Background: an optimization exercise with open tools, aiming at small area. Do not read the settings as production practice. The RTL was checked by simulation tests, not by an equivalence proof against the original design. The clock input has no modelled driver; a real chip could not lean on it and would need a root buffer or a full tree. Power figures rest on the tool's default switching activity, not on a simulated workload.

==> flow/design.v (excerpt) <==
module polynom_solver_top
(
	input clk,
	input reset_n,
	input start,
	input [1:0] sw,
	output [3:0] sel,
	output [7:0] sseg
);
For scale: ~140 cells after synthesis.
export LEC_CHECK = 0
export CAP_MARGIN = 20
export CORE_MARGIN = 2
export CORE_UTILIZATION = 22
export PLACE_DENSITY = 0.6
export SLEW_MARGIN = 20
create_clock -name core_clock -period 10.0 [get_ports {clk}]
standard.sh (not shown) runs the stock make flow with config.mk's settings and CLKGATE_MAP_FILE= SYNTH_SCRIPT=/design/flow/synth_recipe.tcl, a recipe that flattens the netlist after the stock synthesis.
==> flow/flow/run.sh <==
#!/bin/bash
# Layout flow: the standard flow with
#  - the combinational logic mapped by an area-oriented ABC script,
#  - minimum-size port buffers,
#  - a clock tree of a single buffer (CTS tree collapsed after CTS).
set -euo pipefail
F=$PWD/flow
export AREA_ABC_SCRIPT=$F/area.abc
bash standard.sh \
  SYNTH_SCRIPT=$F/synth_area.tcl ADDER_MAP_FILE= \
  "BUFFER_PORTS_ARGS=-buffer_cell sky130_fd_sc_hd__buf_1" \
  "CTS_ARGS=-sink_clustering_enable -repair_clock_nets -dont_use_dummy_load -buf_list sky130_fd_sc_hd__clkbuf_8" \
  POST_CTS_TCL=$F/clock_one_buffer.tcl \
  finish > flow.log 2>&1
==> flow/flow/area.abc <==
strash
&get -n
&deepsyn -T 10 -S 1
&put
dch -f
map -a
topo
dnsize
==> flow/flow/clock_one_buffer.tcl <==
# POST_CTS hook: collapse the clock tree that CTS built (a root buffer and
# leaf buffers) into the root buffer alone, sized up to clkbuf_16, driving
# every register clock pin.
# The clock port still drives only the root buffer.
set block [ord::get_db_block]
set port_net [$block findNet clk]
set root ""
foreach it [$port_net getITerms] {
  if {[string match "sky130_fd_sc_hd__clkbuf_*" [[[$it getInst] getMaster] getName]]} {
    set root [$it getInst]
  }
}
if {$root eq ""} { error "no root clock buffer found" }
set root_net [[$root findITerm X] getNet]
set leaves {}
foreach it [$root_net getITerms] {
  set inst [$it getInst]
  if {$inst ne $root && [string match "sky130_fd_sc_hd__clkbuf_*" [[$inst getMaster] getName]]} {
    lappend leaves $inst
  }
}
foreach leaf $leaves {
  set leaf_net [[$leaf findITerm X] getNet]
  foreach it [$leaf_net getITerms] {
    if {[$it getInst] ne $leaf} {
      $it disconnect
      $it connect $root_net
    }
  }
  [$leaf findITerm A] disconnect
  [$leaf findITerm X] disconnect
  odb::dbInst_destroy $leaf
  odb::dbNet_destroy $leaf_net
}
# one strong buffer keeps the register clock-pin slew low
$root swapMaster [[ord::get_db] findMaster sky130_fd_sc_hd__clkbuf_16]
puts "clock_one_buffer: removed [llength $leaves] leaf buffers, root [$root getName] drives [llength [$root_net getITerms]] pins"
detailed_placement
check_placement -verbose
estimate_parasitics -placement
report_clock_min_period
==> flow/flow/synth_area.tcl <==
# The standard synthesis (synth_recipe.tcl), with the combinational logic
# mapped by an area-oriented ABC script. Registers are untouched by abc, so
# they come out exactly as in the standard synthesis.
proc synth {args} { yosys synth -nofsm -noshare {*}$args }
proc abc {args} {
  set i [lsearch -exact $args -script]
  if {$i >= 0} {
    set args [lreplace $args [expr {$i + 1}] [expr {$i + 1}] $::env(AREA_ABC_SCRIPT)]
  }
  yosys abc {*}$args
}
source $::env(SCRIPTS_DIR)/synth.tcl
# left out here: clear keep_hierarchy, flatten, clean up, hide names made inside functions, write 1_2_yosys.v
The first run completed without violations.
==> next run, changes <==
--- a/flow/flow/run.sh
+++ b/flow/flow/run.sh
@@ -3 +3,2 @@
-#  - the combinational logic mapped by an area-oriented ABC script,
+#  - the combinational logic mapped by an area-oriented ABC script (best of
+#    several seeds; these seeds did best in a search over seeds 1-100),
@@ -8,0 +10,2 @@
+export AREA_ABC_SEEDS="35 95 57 76 54 93 4"
+export AREA_ABC_MAPS="dch; amap|dch -f; amap"
==> flow/flow/area.abc (replaced) <==
strash
&get -n
&deepsyn -J 100 -S @SEED@
&put
@MAP@
==> flow/flow/synth_area.tcl (replaced) <==
# The standard synthesis (synth_recipe.tcl), with the combinational logic
# mapped by an area-oriented ABC script. abc does not touch the registers, so
# they come out exactly as in the standard synthesis. The ABC script is run
# with several random seeds and technology mappings, and the smallest mapped
# result is kept.
proc synth {args} { yosys synth -nofsm -noshare {*}$args }
proc design_area {liberty} {
  set s [tee -q -s result.string stat -liberty $liberty]
  if {![regexp {Chip area for module '[^']*': ([0-9.]+)} $s -> area]} { error "no area in stat" }
  return $area
}
proc abc {args} {
  set i [lsearch -exact $args -script]
  set l [lsearch -exact $args -liberty]
  set liberty [lindex $args [expr {$l + 1}]]
  set fh [open $::env(AREA_ABC_SCRIPT) r]
  set template [read $fh]
  close $fh
  yosys design -save abc_in
  set best -1
  set n 0
  foreach seed $::env(AREA_ABC_SEEDS) {
  foreach map [split $::env(AREA_ABC_MAPS) "|"] {
    incr n
    yosys design -load abc_in
    set script $::env(RESULTS_DIR)/area_abc_$n.script
    set fh [open $script w]
    puts $fh [string map [list @SEED@ $seed @MAP@ $map] $template]
    close $fh
    yosys abc {*}[lreplace $args [expr {$i + 1}] [expr {$i + 1}] $script]
    set area [design_area $liberty]
    puts "area-oriented abc, seed $seed, mapping '$map': area $area"
    if {$best < 0 || $area < $best} {
      set best $area
      yosys design -save abc_best
    }
  }
  }
  yosys design -load abc_best
  puts "area-oriented abc: kept area $best"
}
source $::env(SCRIPTS_DIR)/synth.tcl
# left out here: clear keep_hierarchy, flatten, clean up, hide names made inside functions, write 1_2_yosys.v
Maximum frequency went up by 7.4%.
Cell area went down by 4.7%.
Worst setup slack improved by 0.34 ns.
Count of clock-buffer cells in the layout is unchanged.
Power is about the same.
Global-route usage went up by 0.51 points.
Die area went down by 4.8%.
First-iteration DRC count went up by 27%.
==> next run, changes <==
--- a/flow/flow/run.sh
+++ b/flow/flow/run.sh
@@ -3,2 +3 @@
-#  - the combinational logic mapped by an area-oriented ABC script (best of
-#    several seeds; these seeds did best in a search over seeds 1-100),
+#  - the combinational logic mapped by an area-oriented ABC script,
@@ -10,2 +8,0 @@
-export AREA_ABC_SEEDS="35 95 57 76 54 93 4"
-export AREA_ABC_MAPS="dch; amap|dch -f; amap"
==> flow/flow/area.abc (replaced) <==
strash
&get -n
&deepsyn -T 10 -S 1
&put
dch -f
map -a
topo
dnsize
--- a/flow/flow/clock_one_buffer.tcl
+++ b/flow/flow/clock_one_buffer.tcl
@@ -2,2 +2 @@
-# leaf buffers) into the root buffer alone, sized up to clkbuf_16, driving
-# every register clock pin.
+# leaf buffers) into the root buffer alone, driving every register clock pin.
@@ -9 +8 @@
-  if {[string match "sky130_fd_sc_hd__clkbuf_*" [[[$it getInst] getMaster] getName]]} {
+  if {[string match "sky130_fd_sc_hd__clkbuf_*" [[$it getInst] getMaster] getName]]} {
@@ -35,2 +33,0 @@
-# one strong buffer keeps the register clock-pin slew low
-$root swapMaster [[ord::get_db] findMaster sky130_fd_sc_hd__clkbuf_16]
==> flow/flow/synth_area.tcl (replaced) <==
# The standard synthesis (synth_recipe.tcl), with the combinational logic
# mapped by an area-oriented ABC script. Registers are untouched by abc, so
# they come out exactly as in the standard synthesis.
proc synth {args} { yosys synth -nofsm -noshare {*}$args }
proc abc {args} {
  set i [lsearch -exact $args -script]
  if {$i >= 0} {
    set args [lreplace $args [expr {$i + 1}] [expr {$i + 1}] $::env(AREA_ABC_SCRIPT)]
  }
  yosys abc {*}$args
}
source $::env(SCRIPTS_DIR)/synth.tcl
# left out here: clear keep_hierarchy, flatten, clean up, hide names made inside functions, write 1_2_yosys.v
CORE_UTILIZATION = 40   (was 22)
Now the flow never finished: it broke off in clock tree synthesis (4_1_cts).
Synthesized area went up by 5.3%.
Synthesized cell count goes up by 13%.
==> next run, changes <==
--- a/flow/flow/run.sh
+++ b/flow/flow/run.sh
@@ -3 +3,2 @@
-#  - the combinational logic mapped by an area-oriented ABC script,
+#  - the combinational logic mapped by an area-oriented ABC script (best of
+#    several seeds),
@@ -8,0 +10,2 @@
+export AREA_ABC_SEEDS="1 2 3 4 5 6"
+export AREA_ABC_MAPS="dch -f; amap|dch; amap|dch -f; map -a; topo; dnsize"
==> flow/flow/area.abc (replaced) <==
strash
&get -n
&deepsyn -J 100 -S @SEED@
&put
@MAP@
--- a/flow/flow/clock_one_buffer.tcl
+++ b/flow/flow/clock_one_buffer.tcl
@@ -2 +2,2 @@
-# leaf buffers) into the root buffer alone, driving every register clock pin.
+# leaf buffers) into the root buffer alone, sized up to clkbuf_16, driving
+# every register clock pin.
@@ -8 +9 @@
-  if {[string match "sky130_fd_sc_hd__clkbuf_*" [[$it getInst] getMaster] getName]]} {
+  if {[string match "sky130_fd_sc_hd__clkbuf_*" [[[$it getInst] getMaster] getName]]} {
@@ -33,0 +35,2 @@
+# one strong buffer keeps the register clock-pin slew low
+$root swapMaster [[ord::get_db] findMaster sky130_fd_sc_hd__clkbuf_16]
==> flow/flow/synth_area.tcl (replaced) <==
# The standard synthesis (synth_recipe.tcl), with the combinational logic
# mapped by an area-oriented ABC script. abc does not touch the registers, so
# they come out exactly as in the standard synthesis. The ABC script is run
# with several random seeds and technology mappings, and the smallest mapped
# result is kept.
proc synth {args} { yosys synth -nofsm -noshare {*}$args }
proc design_area {liberty} {
  set s [tee -q -s result.string stat -liberty $liberty]
  if {![regexp {Chip area for module '[^']*': ([0-9.]+)} $s -> area]} { error "no area in stat" }
  return $area
}
proc abc {args} {
  set i [lsearch -exact $args -script]
  set l [lsearch -exact $args -liberty]
  set liberty [lindex $args [expr {$l + 1}]]
  set fh [open $::env(AREA_ABC_SCRIPT) r]
  set template [read $fh]
  close $fh
  yosys design -save abc_in
  set best -1
  set n 0
  foreach seed $::env(AREA_ABC_SEEDS) {
  foreach map [split $::env(AREA_ABC_MAPS) "|"] {
    incr n
    yosys design -load abc_in
    set script $::env(RESULTS_DIR)/area_abc_$n.script
    set fh [open $script w]
    puts $fh [string map [list @SEED@ $seed @MAP@ $map] $template]
    close $fh
    yosys abc {*}[lreplace $args [expr {$i + 1}] [expr {$i + 1}] $script]
    set area [design_area $liberty]
    puts "area-oriented abc, seed $seed, mapping '$map': area $area"
    if {$best < 0 || $area < $best} {
      set best $area
      yosys design -save abc_best
    }
  }
  }
  yosys design -load abc_best
  puts "area-oriented abc: kept area $best"
}
source $::env(SCRIPTS_DIR)/synth.tcl
# left out here: clear keep_hierarchy, flatten, clean up, hide names made inside functions, write 1_2_yosys.v
CORE_UTILIZATION = 22   (was 40)
GPL_TIMING_DRIVEN = 0   (was default)
After rerunning:
- With this change the flow ran to the end with no violations
- area after synthesis went down by a few percent
- synthesized cell count goes down by roughly a tenth
==> next run, changes <==
--- a/flow/flow/run.sh
+++ b/flow/flow/run.sh
@@ -11 +10,0 @@
-export AREA_ABC_MAPS="dch -f; amap|dch; amap|dch -f; map -a; topo; dnsize"
==> flow/flow/area.abc (replaced) <==
strash
&get -n
&deepsyn -J 100 -S @SEED@
&put
dch -f
map -a
topo
dnsize
--- a/flow/flow/synth_area.tcl
+++ b/flow/flow/synth_area.tcl
@@ -4,2 +4 @@
-# with several random seeds and technology mappings, and the smallest mapped
-# result is kept.
+# with several random seeds and the smallest mapped result is kept.
@@ -21 +19,0 @@
-  set n 0
@@ -23,2 +20,0 @@
-  foreach map [split $::env(AREA_ABC_MAPS) "|"] {
-    incr n
@@ -26 +22 @@
-    set script $::env(RESULTS_DIR)/area_abc_$n.script
+    set script $::env(RESULTS_DIR)/area_abc_$seed.script
@@ -28 +24 @@
-    puts $fh [string map [list @SEED@ $seed @MAP@ $map] $template]
+    puts $fh [string map [list @SEED@ $seed] $template]
@@ -32 +28 @@
-    puts "area-oriented abc, seed $seed, mapping '$map': area $area"
+    puts "area-oriented abc, seed $seed: area $area"
@@ -37 +32,0 @@
-  }
GPL_TIMING_DRIVEN = default   (was 0)
The changed run finished with timing, DRC and antenna clean.
Core utilization is lower by 1.0 points.
Clock-buffer cell count is unchanged.
Cell area goes up by 1.3%.
Hold slack hardly moves.
Maximum frequency increases by 3.1%.
Global-route usage went down by 0.89 points.
Sequential cell count stays the same.
Synthesized area grows by 1.9%.
Via count drops by 4.3%.
Cell count goes up by 5.0%.
Die area rose by 1.8%.
==> next run, changes <==
--- a/flow/flow/run.sh
+++ b/flow/flow/run.sh
@@ -10,0 +11 @@
+export AREA_ABC_MAPS="dch -f; amap|dch; amap|dch -f; map -a; topo; dnsize"
==> flow/flow/area.abc (replaced) <==
strash
&get -n
&deepsyn -J 100 -S @SEED@
&put
@MAP@
--- a/flow/flow/synth_area.tcl
+++ b/flow/flow/synth_area.tcl
@@ -4 +4,2 @@
-# with several random seeds and the smallest mapped result is kept.
+# with several random seeds and technology mappings, and the smallest mapped
+# result is kept.
@@ -19,0 +21 @@
+  set n 0
@@ -20,0 +23,2 @@
+  foreach map [split $::env(AREA_ABC_MAPS) "|"] {
+    incr n
@@ -22 +26 @@
-    set script $::env(RESULTS_DIR)/area_abc_$seed.script
+    set script $::env(RESULTS_DIR)/area_abc_$n.script
@@ -24 +28 @@
-    puts $fh [string map [list @SEED@ $seed] $template]
+    puts $fh [string map [list @SEED@ $seed @MAP@ $map] $template]
@@ -28 +32 @@
-    puts "area-oriented abc, seed $seed: area $area"
+    puts "area-oriented abc, seed $seed, mapping '$map': area $area"
@@ -32,0 +37 @@
+  }
What happened: Global-route usage rises by 0.45 points; synthesized cell count fell by a few percent; cell area is lower slightly; die area falls slightly; first-iteration DRC count decreases by a quarter to a third; core utilization grows by 0.85 points; register-to-register slack is better by 0.14 ns; count of clock-buffer cells in the layout is unchanged; area after synthesis is lower slightly; final cell count shrinks by a few percent; wire length rises by roughly a tenth.

## afterwards: timing with drivers on the ports
The results above use ideal ports. As a check the final layouts listed here were re-extracted and re-timed, cells and wires unchanged. Step 1: set_driving_cell puts a clkbuf_16 on clk and a buf_2 on each other input, an assumption about the parent block. Step 2 also shifts input and output timing later by t, the mid clock arrival at the registers, as if the neighbouring blocks saw the same clock. Slacks: no drivers / after step 1 / after step 2; pairs: no drivers / after step 1.
run	t (ns)	setup slack, ns	hold slack, ns	worst setup path after step 2	clock arrival spread, ns
the first run	0.190	5.051 / 5.019 / 5.209	0.357 / 0.357 / 0.357	register to output	0.005 / 0.005
the second run	0.184	5.391 / 5.364 / 5.548	0.360 / 0.360 / 0.360	register to output	0.004 / 0.004
the fourth run	0.188	5.703 / 5.675 / 5.862	0.358 / 0.358 / 0.358	register to output	0.003 / 0.003
the fifth run	0.183	5.834 / 5.805 / 5.988	0.359 / 0.359 / 0.359	register to output	0.004 / 0.003
the sixth run	0.189	5.778 / 5.749 / 5.938	0.362 / 0.362 / 0.362	register to output	0.004 / 0.005
After both steps every run listed still meets setup and hold.
